Context: an optimization exercise on an open-source flow, tuned for small area and a short achievable clock period. The choices shown serve that exercise and are no tape-out recipe. Only simulation tests tie the RTL to the original design; equivalence was not proved. Power figures rest on the tool's default switching activity, not on a simulated workload.

== run A ==
==> flow/design.v (excerpt) <==
module divider
(
    input              clk,
    input              reset,
    input  [31:0]      A,
    input  [31:0]      B,
    input              start,
    input  [7:0]       Physical_address_in,
    input  [31:0]      PC_in,
    input              divider_op_in,
    output             divide_zero_exception,
    output [31:0]      Result,
    output [7:0]       Physical_address_out,
    output [31:0]      PC_out,
    output             done
);
Settings: LEC_CHECK=0, ABC_AREA=1, CAP_MARGIN=5, CORE_MARGIN=2, CORE_UTILIZATION=40, CTS_CLUSTER_DIAMETER=100, CTS_CLUSTER_SIZE=28, GPL_TIMING_DRIVEN=0, SETUP_SLACK_MARGIN=0.5, SLEW_MARGIN=5; clock period 8.0 ns.
standard.sh (not shown) runs the stock make flow with config.mk's settings and CLKGATE_MAP_FILE= SYNTH_SCRIPT=/design/flow/synth_recipe.tcl, a recipe that flattens the netlist after the stock synthesis.
==> flow/flow/run.sh <==
#!/bin/bash
set -euo pipefail
export BUFFER_PORTS_ARGS="-buffer_cell sky130_fd_sc_hd__buf_2"
export RECOVER_POWER=100
bash standard.sh > standard.log 2>&1
Testbench counts of run A, summed over its fixed seeds: latency 120,000, ops 24,000.
### run A -> run B
# run A
export LEC_CHECK = 0
export ABC_AREA = 1
export CAP_MARGIN = 5
export CORE_MARGIN = 2
export CORE_UTILIZATION = 40
export CTS_CLUSTER_DIAMETER = 100
export CTS_CLUSTER_SIZE = 28
export GPL_TIMING_DRIVEN = 0
export SETUP_SLACK_MARGIN = 0.5
export SLEW_MARGIN = 5
create_clock -name core_clock -period 8.0 [get_ports {clk}]
# run B
export LEC_CHECK = 0
export ABC_AREA = 1
export CAP_MARGIN = 5
export CORE_MARGIN = 2
export CORE_UTILIZATION = 45
export CTS_CLUSTER_DIAMETER = 100
export CTS_CLUSTER_SIZE = 28
export GPL_TIMING_DRIVEN = 0
export SETUP_SLACK_MARGIN = 0.1
export SLEW_MARGIN = 5
create_clock -name core_clock -period 8.0 [get_ports {clk}]
[summary]
| wire length of the first global-routing pass | run B vs run A | better |. As far as fraction of the mapped netlist area in adder cells goes, run B and run A are indistinguishable; the numbers are identical. Run B has post-route core utilization above what run A had. Of run B and run A, it is run B that has the lower routed length on met2. Final net count in run B is 1.7% lower than in run A. Per the comparison of run B with run A, fraction of cell area in non-clock buffers down 1.9 points; detailed-route via count down 1301; met3 track utilization from global routing up 0.94 points.
The inputs of run C differ from those of run B as listed below.
# run B
export LEC_CHECK = 0
export ABC_AREA = 1
export CAP_MARGIN = 5
export CORE_MARGIN = 2
export CORE_UTILIZATION = 45
export CTS_CLUSTER_DIAMETER = 100
export CTS_CLUSTER_SIZE = 28
export GPL_TIMING_DRIVEN = 0
export SETUP_SLACK_MARGIN = 0.1
export SLEW_MARGIN = 5
create_clock -name core_clock -period 8.0 [get_ports {clk}]
# run C
export LEC_CHECK = 0
export ABC_AREA = 1
export CAP_MARGIN = 20
export CORE_MARGIN = 2
export CORE_UTILIZATION = 40
export CTS_CLUSTER_DIAMETER = 100
export CTS_CLUSTER_SIZE = 28
export GPL_TIMING_DRIVEN = 0
export SLEW_MARGIN = 20
create_clock -name core_clock -period 8.0 [get_ports {clk}]
- Per the comparison of run C with run B, worst slew margin relative to its limit went up, layout filler cell count rose by 16%, sequential fraction of design power now larger, die extent in y increased 6.0%, fraction of the core area covered by cells at the end of the flow went down 6.0 points.

* * *

Starting RTL as in the previous note.
==> flow/config.mk <==
export PLATFORM = sky130hd
export DESIGN_NAME = divider
export DESIGN_NICKNAME = divider
export VERILOG_FILES = /design/flow/design.v
export SDC_FILE = /design/flow/constraint.sdc
export NUM_CORES = 8
export LEC_CHECK = 0
export ABC_AREA = 1
export CAP_MARGIN = 20
export CORE_MARGIN = 2
export CORE_UTILIZATION = 40
export CTS_CLUSTER_DIAMETER = 60
export CTS_CLUSTER_SIZE = 20
export GPL_TIMING_DRIVEN = 0
export SLEW_MARGIN = 20
==> flow/constraint.sdc <==
create_clock -name core_clock -period 8.0 [get_ports {clk}]
set_input_delay 1.6000 -clock core_clock [delete_from_list [all_inputs] [get_ports {clk}]]
set_output_delay 1.6000 -clock core_clock [all_outputs]
set_load 0.01 [all_outputs]
run.sh (not shown) runs the stock make flow with config.mk's settings and CLKGATE_MAP_FILE= SYNTH_SCRIPT=/design/flow/synth_recipe.tcl, a recipe that flattens the netlist after the stock synthesis.
Stock flow here: none of the scripts above is used.
Testbench counts at the start, summed over its fixed seeds: latency 120,000, ops 24,000.
Change:
CTS_CLUSTER_DIAMETER = not set   (was 60)
CTS_CLUSTER_SIZE = not set   (was 20)
Effect: Hold slack degrades by 0.046 ns; area after synthesis stays the same; cell area rises by about 0.6%; setup slack loses 0.019 ns; clock skew rises by 0.029 ns; global-route usage stays flat; core utilization is higher by 0.29 points.
Change:
CTS_CLUSTER_DIAMETER = 80   (was not set)
CTS_CLUSTER_SIZE = 32   (was not set)
After rerunning: Cell count goes down by 0.69%. Synthesized area stays the same. Worst hold slack improved by 0.061 ns. Utilization falls by 0.64 points. Design area came out lower by 1.3%.
Change:
==> flow/flow/run.sh (new file) <==
#!/bin/bash
set -euo pipefail
export BUFFER_PORTS_ARGS="-buffer_cell sky130_fd_sc_hd__buf_2"
export RECOVER_POWER=100
export SKIP_GATE_CLONING=1
bash standard.sh > standard.log 2>&1
==> flow/standard.sh (new file) <==
#!/bin/bash
# synth_recipe.tcl (not shown) runs the flow's synth.tcl, then flattens the netlist and writes it again
# the make line also repeats each setting of config.mk as NAME=value (left out here)
make -C /OpenROAD-flow-scripts/flow DESIGN_CONFIG=/design/flow/config.mk WORK_HOME=/design/flow/orfs CLKGATE_MAP_FILE= SYNTH_SCRIPT=/design/flow/synth_recipe.tcl "${@:-finish}"
CAP_MARGIN = 5   (was 20)
CTS_CLUSTER_DIAMETER = 100   (was 80)
CTS_CLUSTER_SIZE = 28   (was 32)
SETUP_SLACK_MARGIN = 0.1   (was not set)
SLEW_MARGIN = 5   (was 20)
removed: flow/run.sh
The new run passed the timing, DRC and antenna checks; total power decreases by 4.3%; clock skew increases by 0.016 ns; wire length increases by 2.6%; critical path depth increases by 30; final area decreases by 1.2%; global-route usage increases by 0.73 points; sequential power stays flat; clock-buffer cell count decreases by 11.

* * *

== v8 ==
divider again, from the RTL that the note above started with.
==> flow/config.mk <==
export PLATFORM = sky130hd
export DESIGN_NAME = divider
export DESIGN_NICKNAME = divider
export VERILOG_FILES = /design/flow/design.v
export SDC_FILE = /design/flow/constraint.sdc
export NUM_CORES = 8
export LEC_CHECK = 0
export ABC_AREA = 1
export CAP_MARGIN = 20
export CORE_MARGIN = 2
export CORE_UTILIZATION = 40
export CTS_CLUSTER_DIAMETER = 100
export CTS_CLUSTER_SIZE = 28
export GPL_TIMING_DRIVEN = 0
export SETUP_SLACK_MARGIN = 0.1
export SLEW_MARGIN = 20
==> flow/constraint.sdc <==
create_clock -name core_clock -period 8.0 [get_ports {clk}]
set_input_delay 1.6000 -clock core_clock [delete_from_list [all_inputs] [get_ports {clk}]]
set_output_delay 1.6000 -clock core_clock [all_outputs]
set_load 0.01 [all_outputs]
standard.sh (not shown) runs the stock make flow with config.mk's settings and CLKGATE_MAP_FILE= SYNTH_SCRIPT=/design/flow/synth_recipe.tcl, a recipe that flattens the netlist after the stock synthesis.
==> flow/flow/run.sh <==
#!/bin/bash
set -euo pipefail
export BUFFER_PORTS_ARGS="-buffer_cell sky130_fd_sc_hd__buf_2"
export RECOVER_POWER=100
bash standard.sh > standard.log 2>&1
Testbench counts of v8, summed over its fixed seeds: latency 120,000, ops 24,000.
Input changes introduced in v9 (baseline for comparison: v8):
Settings: swapping 100 for 60 in CTS_CLUSTER_DIAMETER; swapping 28 for 20 in CTS_CLUSTER_SIZE; swapping 0.1 for 0.4 in SETUP_SLACK_MARGIN.
==> flow/run.sh (new file) <==
#!/bin/bash
# synth_recipe.tcl (not shown) runs the flow's synth.tcl, then flattens the netlist and writes it again
# the make line also repeats each setting of config.mk as NAME=value (left out here)
make -C /OpenROAD-flow-scripts/flow DESIGN_CONFIG=/design/flow/config.mk WORK_HOME=/design/flow/orfs CLKGATE_MAP_FILE= SYNTH_SCRIPT=/design/flow/synth_recipe.tcl finish
removed: flow/flow/run.sh
removed: flow/standard.sh
### Flow results
- v9 finished all stages; the layout is clean.
- v8 → v9: path length in cells of the critical path has increased; number of standard cells in the layout, taps in and fillers out has increased.
- Number of signal-net buffers in the layout is higher on v9
- Compared with v8, v9 shows a count of clock buffers in the final design that is 40 higher.
- Comparing v8 and v9, initial antenna violation count is lower on v9.
- Met3 capacity usage during global routing: v9 > v8
- [v9 vs v8] total power consumption of the routed design: higher in v9
- Core utilization of the finished layout in v9 is 3.2 points above v8.
- As of v9, half-perimeter wire length after placement had fallen by a few percent compared to v8.
Relative to v9, the following input files were edited for v46:
Settings: a change of CTS_CLUSTER_SIZE from 20 to 28; a change of CTS_CLUSTER_DIAMETER from 60 to 100; a deleted SETUP_SLACK_MARGIN that had been 0.4.
[summary]
v46 vs v9, initial antenna violation count went up by 4. Of v46 and v9, the run reporting the lower maximum level of the CTS H-tree was v46. v46 vs v9, share of power burned in combinational logic went up by 1.9 points. The standard cells in v46 occupy less silicon area than those in v9 do. The worst-case hold slack in v46 was higher than what v9 gave.
What v44 does differently from v46 at the input level:
Settings: SETUP_SLACK_MARGIN: unset -> 0.8; CTS_CLUSTER_SIZE: 28 -> 20; CTS_CLUSTER_DIAMETER: 100 -> 60.
Notes after the runs:
v46 → v44: number of input and output port buffers inserted ~0 delta; total power has increased; combined global-route utilization of all metal layers went up 1.4 points; utilization increased 3.3 points.
Stage delay of the slowest cell on the critical path (v44 over v46): decrease, 0.34 ns
v44 has register share of the cell area below what v46 had.
The setup slack of v44 exceeds that of v46 by 0.27 ns.
Compared with v46, v44 ends up with more cell area.
Fraction of the cycle the final worst path needs down 3.4 points in v44 wrt v46
Setup changes, v44 to v29
Settings: a change of CTS_CLUSTER_SIZE from 20 to 28; a change of CAP_MARGIN from 20 to 5; a change of SLEW_MARGIN from 20 to 5; a change of CTS_CLUSTER_DIAMETER from 60 to 100; a change of SETUP_SLACK_MARGIN from 0.8 to 0.25.
==> flow/flow/run.sh (new file) <==
#!/bin/bash
set -euo pipefail
export BUFFER_PORTS_ARGS="-buffer_cell sky130_fd_sc_hd__buf_2"
export RECOVER_POWER=100
bash standard.sh > standard.log 2>&1
==> flow/standard.sh (new file) <==
#!/bin/bash
# synth_recipe.tcl (not shown) runs the flow's synth.tcl, then flattens the netlist and writes it again
# the make line also repeats each setting of config.mk as NAME=value (left out here)
make -C /OpenROAD-flow-scripts/flow DESIGN_CONFIG=/design/flow/config.mk WORK_HOME=/design/flow/orfs CLKGATE_MAP_FILE= SYNTH_SCRIPT=/design/flow/synth_recipe.tcl "${@:-finish}"
removed: flow/run.sh
- In summary, v29 completed successfully, with a layout that passed the timing, DRC and antenna checks.
- On global-route usage, the higher figure sits with v44, not v29.
- Looking at number of ordinary and repair buffers in the finished layout across v29 and v44, the one that comes out lower is v29.
- v29 and v44 ended up with nearly the same die width.
- Internal power summed over all cells: v29 vs v44 down about 13%
- v29 ended with more fraction of area in multi-input gates than v44.
- For v44, the start point of the critical path was d3[3], unlike v29, where it was e4[13].

* * *

Setup of job 6850:
divider again, from the RTL that the note above started with.
// divider
module divider
(
    input              clk,
    input              reset,
    input  [31:0]      A,
    input  [31:0]      B,
    input              start,
    input  [7:0]       Physical_address_in,
    input  [31:0]      PC_in,
    input              divider_op_in,
    output             divide_zero_exception,
    output [31:0]      Result,
    output [7:0]       Physical_address_out,
    output [31:0]      PC_out,
    output             done
);
Settings: LEC_CHECK=0, ABC_AREA=1, CAP_MARGIN=5, CORE_MARGIN=2, CORE_UTILIZATION=40, CTS_CLUSTER_DIAMETER=100, CTS_CLUSTER_SIZE=28, GPL_ROUTABILITY_DRIVEN=0, GPL_TIMING_DRIVEN=0, SETUP_SLACK_MARGIN=0.1, SLEW_MARGIN=5; clock period 8.0 ns.
==> flow/flow/run.sh <==
#!/bin/bash
set -euo pipefail
export BUFFER_PORTS_ARGS="-buffer_cell sky130_fd_sc_hd__buf_2"
export RECOVER_POWER=100
bash standard.sh > standard.log 2>&1
Job 6850 | status: complete | timing, DRC, antenna: pass
Testbench counts of job 6850, summed over its fixed seeds: latency 120,000, ops 24,000.
Edits applied to the flow inputs when going from job 6850 to job 5219:
- clearing GPL_ROUTABILITY_DRIVEN, which used to be 0
## What came out
- Job 6850 has lower final area than job 5219.
- Job 5219 vs job 6850 — delay of the slowest cell on the worst path dropped 0.11 ns.
- Final routed wirelength across all metal layers delta (job 5219 − job 6850): unfavourable
Changes in job 238 relative to job 5219:
- PLACE_DENSITY now 0.7, previously not set
-- flow/flow/run.sh --
<<< job 5219, line 4
export RECOVER_POWER=100
bash standard.sh > standard.log 2>&1
>>> job 238, line 4
export RECOVER_POWER=100

bash standard.sh > standard.log 2>&1
Notes after the runs:
- Compared with job 5219, clock buffer count in job 238 decreased by a few percent.
- Ratio of final minimum period to clock period, job 238 and job 5219, lower one = job 5219.
- Fmax: job 238 below job 5219
- Setup slack of the critical path after layout (job 238 over job 5219): decrease, 0.064 ns
- [compare] base=job 5219 new=job 238: met1 routing resource usage after global routing now larger; worst clock skew dropped 0.025 ns.
- Run comparison: job 238 end point of the critical path x5[18]$_DFF_P_; job 5219 end point of the critical path x4[30]$_DFF_P_
Relative to job 238, the following input files were edited for job 5215:
- a change of CAP_MARGIN from 5 to 20
- a deleted SETUP_SLACK_MARGIN that had been 0.1
- a change of CTS_CLUSTER_SIZE from 28 to 24
- a change of SLEW_MARGIN from 5 to 20
- a deleted CTS_CLUSTER_DIAMETER that had been 100
- a deleted PLACE_DENSITY that had been 0.7
==> flow/run.sh (new file) <==
#!/bin/bash
# synth_recipe.tcl (not shown) runs the flow's synth.tcl, then flattens the netlist and writes it again
# the make line also repeats each setting of config.mk as NAME=value (left out here)
make -C /OpenROAD-flow-scripts/flow DESIGN_CONFIG=/design/flow/config.mk WORK_HOME=/design/flow/orfs CLKGATE_MAP_FILE= SYNTH_SCRIPT=/design/flow/synth_recipe.tcl finish
removed: flow/flow/run.sh
removed: flow/standard.sh
### Flow results
On all-layer global routing usage: between job 238 and job 5215, it ends up lower for job 5215. The number of buffers inserted during clock tree synthesis of job 5215 is higher than that of job 238. Compared with job 238, job 5215 ends up with more cell area. Looking at standard cell with the maximum stage delay on the critical path, the sky130_fd_sc_hd__nor2_1 result is from job 5215; the sky130_fd_sc_hd__dfxtp_1 one comes from job 238. Summary of the comparison: shortest clock period the worst path allows after layout is lower in job 5215, relative to job 238. What job 238 reported for overall power has to be multiplied by 1.12 to get the figure for job 5215. Lower met1 routing resource usage after global routing goes to job 5215 over job 238. In the tables for job 238 and job 5215, final worst-path setup slack reads higher with job 5215.
Input changes introduced in job 9416 (baseline for comparison: job 5215):
- swapping 20 for 5 in CAP_MARGIN
- swapping 24 for 28 in CTS_CLUSTER_SIZE
- putting CTS_CLUSTER_DIAMETER at 100 where nothing was set
- swapping 20 for 5 in SLEW_MARGIN
==> flow/flow/run.sh (new file) <==
#!/bin/bash
set -euo pipefail
export BUFFER_PORTS_ARGS="-buffer_cell sky130_fd_sc_hd__buf_2"
export RECOVER_POWER=100
bash standard.sh > standard.log 2>&1
==> flow/standard.sh (new file) <==
#!/bin/bash
# synth_recipe.tcl (not shown) runs the flow's synth.tcl, then flattens the netlist and writes it again
# the make line also repeats each setting of config.mk as NAME=value (left out here)
make -C /OpenROAD-flow-scripts/flow DESIGN_CONFIG=/design/flow/config.mk WORK_HOME=/design/flow/orfs CLKGATE_MAP_FILE= SYNTH_SCRIPT=/design/flow/synth_recipe.tcl "${@:-finish}"
removed: flow/run.sh
[summary]
Job 9416 vs job 5215: maximum operating frequency up slightly
Job 9416 ended with every stage complete and zero timing, DRC or antenna violations.
Job 5215 did not stop at any stage, and its layout met the timing, DRC and antenna checks.
For job 9416, the capture point of the critical path was x4[30]$_DFF_P_, unlike job 5215, where it was Result[5].
Compared with job 5215, job 9416 shows a higher share of total power in combinational logic.
Changes observed in job 9416 relative to job 5215: number of clock buffers in the layout shows a reduction of 63; met1 layer wirelength in the final routing shows an increase of about 3%; total of cells resized after clock tree synthesis shows an increase of about 14%.
Per the comparison of job 9416 with job 5215, total power after layout decreased by 0.0018 W relative to the old numbers, routed wire length increased by 1700 um relative to the old numbers, pre-CTS setup slack decreased by 0.19 ns relative to the old numbers.

[port drivers added, routing unchanged]
The flow's constraints put no driver on any port. The routed layouts listed below were extracted and timed again, unchanged, in two steps.
Step 1, drivers: a clkbuf_16 drives clk and a buf_2 each remaining input, both assumed.
Step 2, shift: input delay + t, output delay - t, t = (earliest + latest rising clock arrival at the registers) / 2. This alone moves slack from input paths to output paths.
a / b / c = ideal ports / drivers / drivers and shift; a / b = the first two.
run | shift t [ns] | setup slack, ns | worst setup path at the end | worst slew at a driven data input, ns
run A | 0.750 | 0.376 / 0.376 / -0.013 | input to register | 0.16
run B | 0.754 | 0.328 / 0.328 / -0.196 | input to register | 0.16
run C | 0.740 | 0.277 / 0.277 / -0.077 | input to register | 0.16
the first run of note 2 | 0.762 | 0.284 / 0.271 / -0.101 | input to register | 0.17
the second run of note 2 | 0.777 | 0.264 / 0.182 / -0.103 | input to register | 0.16
the third run of note 2 | 0.766 | 0.231 / 0.153 / -0.114 | input to register | 0.17
the fourth run of note 2 | 0.749 | 0.298 / 0.298 / -0.042 | input to register | 0.16
v8 | 0.740 | 0.288 / 0.288 / -0.110 | input to register | 0.16
v9 | 0.762 | 0.556 / 0.556 / 0.100 | input to register | 0.17
v46 | 0.777 | 0.269 / 0.190 / -0.120 | input to register | 0.17
v44 | 0.784 | 0.540 / 0.540 / -0.035 | input to register | 0.16
v29 | 0.748 | 0.295 / 0.295 / 0.077 | input to register | 0.16
job 6850 | 0.744 | 0.299 / 0.299 / -0.079 | input to register | 0.16
job 5219 | 0.749 | 0.298 / 0.298 / -0.042 | input to register | 0.16
job 238 | 0.748 | 0.234 / 0.234 / -0.100 | input to register | 0.09
job 5215 | 0.777 | 0.264 / 0.182 / -0.103 | input to register | 0.16
job 9416 | 0.746 | 0.330 / 0.330 / 0.021 | input to register | 0.16
With both steps, setup timing fails in 14 of these runs, where it was met with ideal ports. The setup slack of v44, which loses most, moves by 0.000 ns with the drivers and by -0.575 ns with both steps.
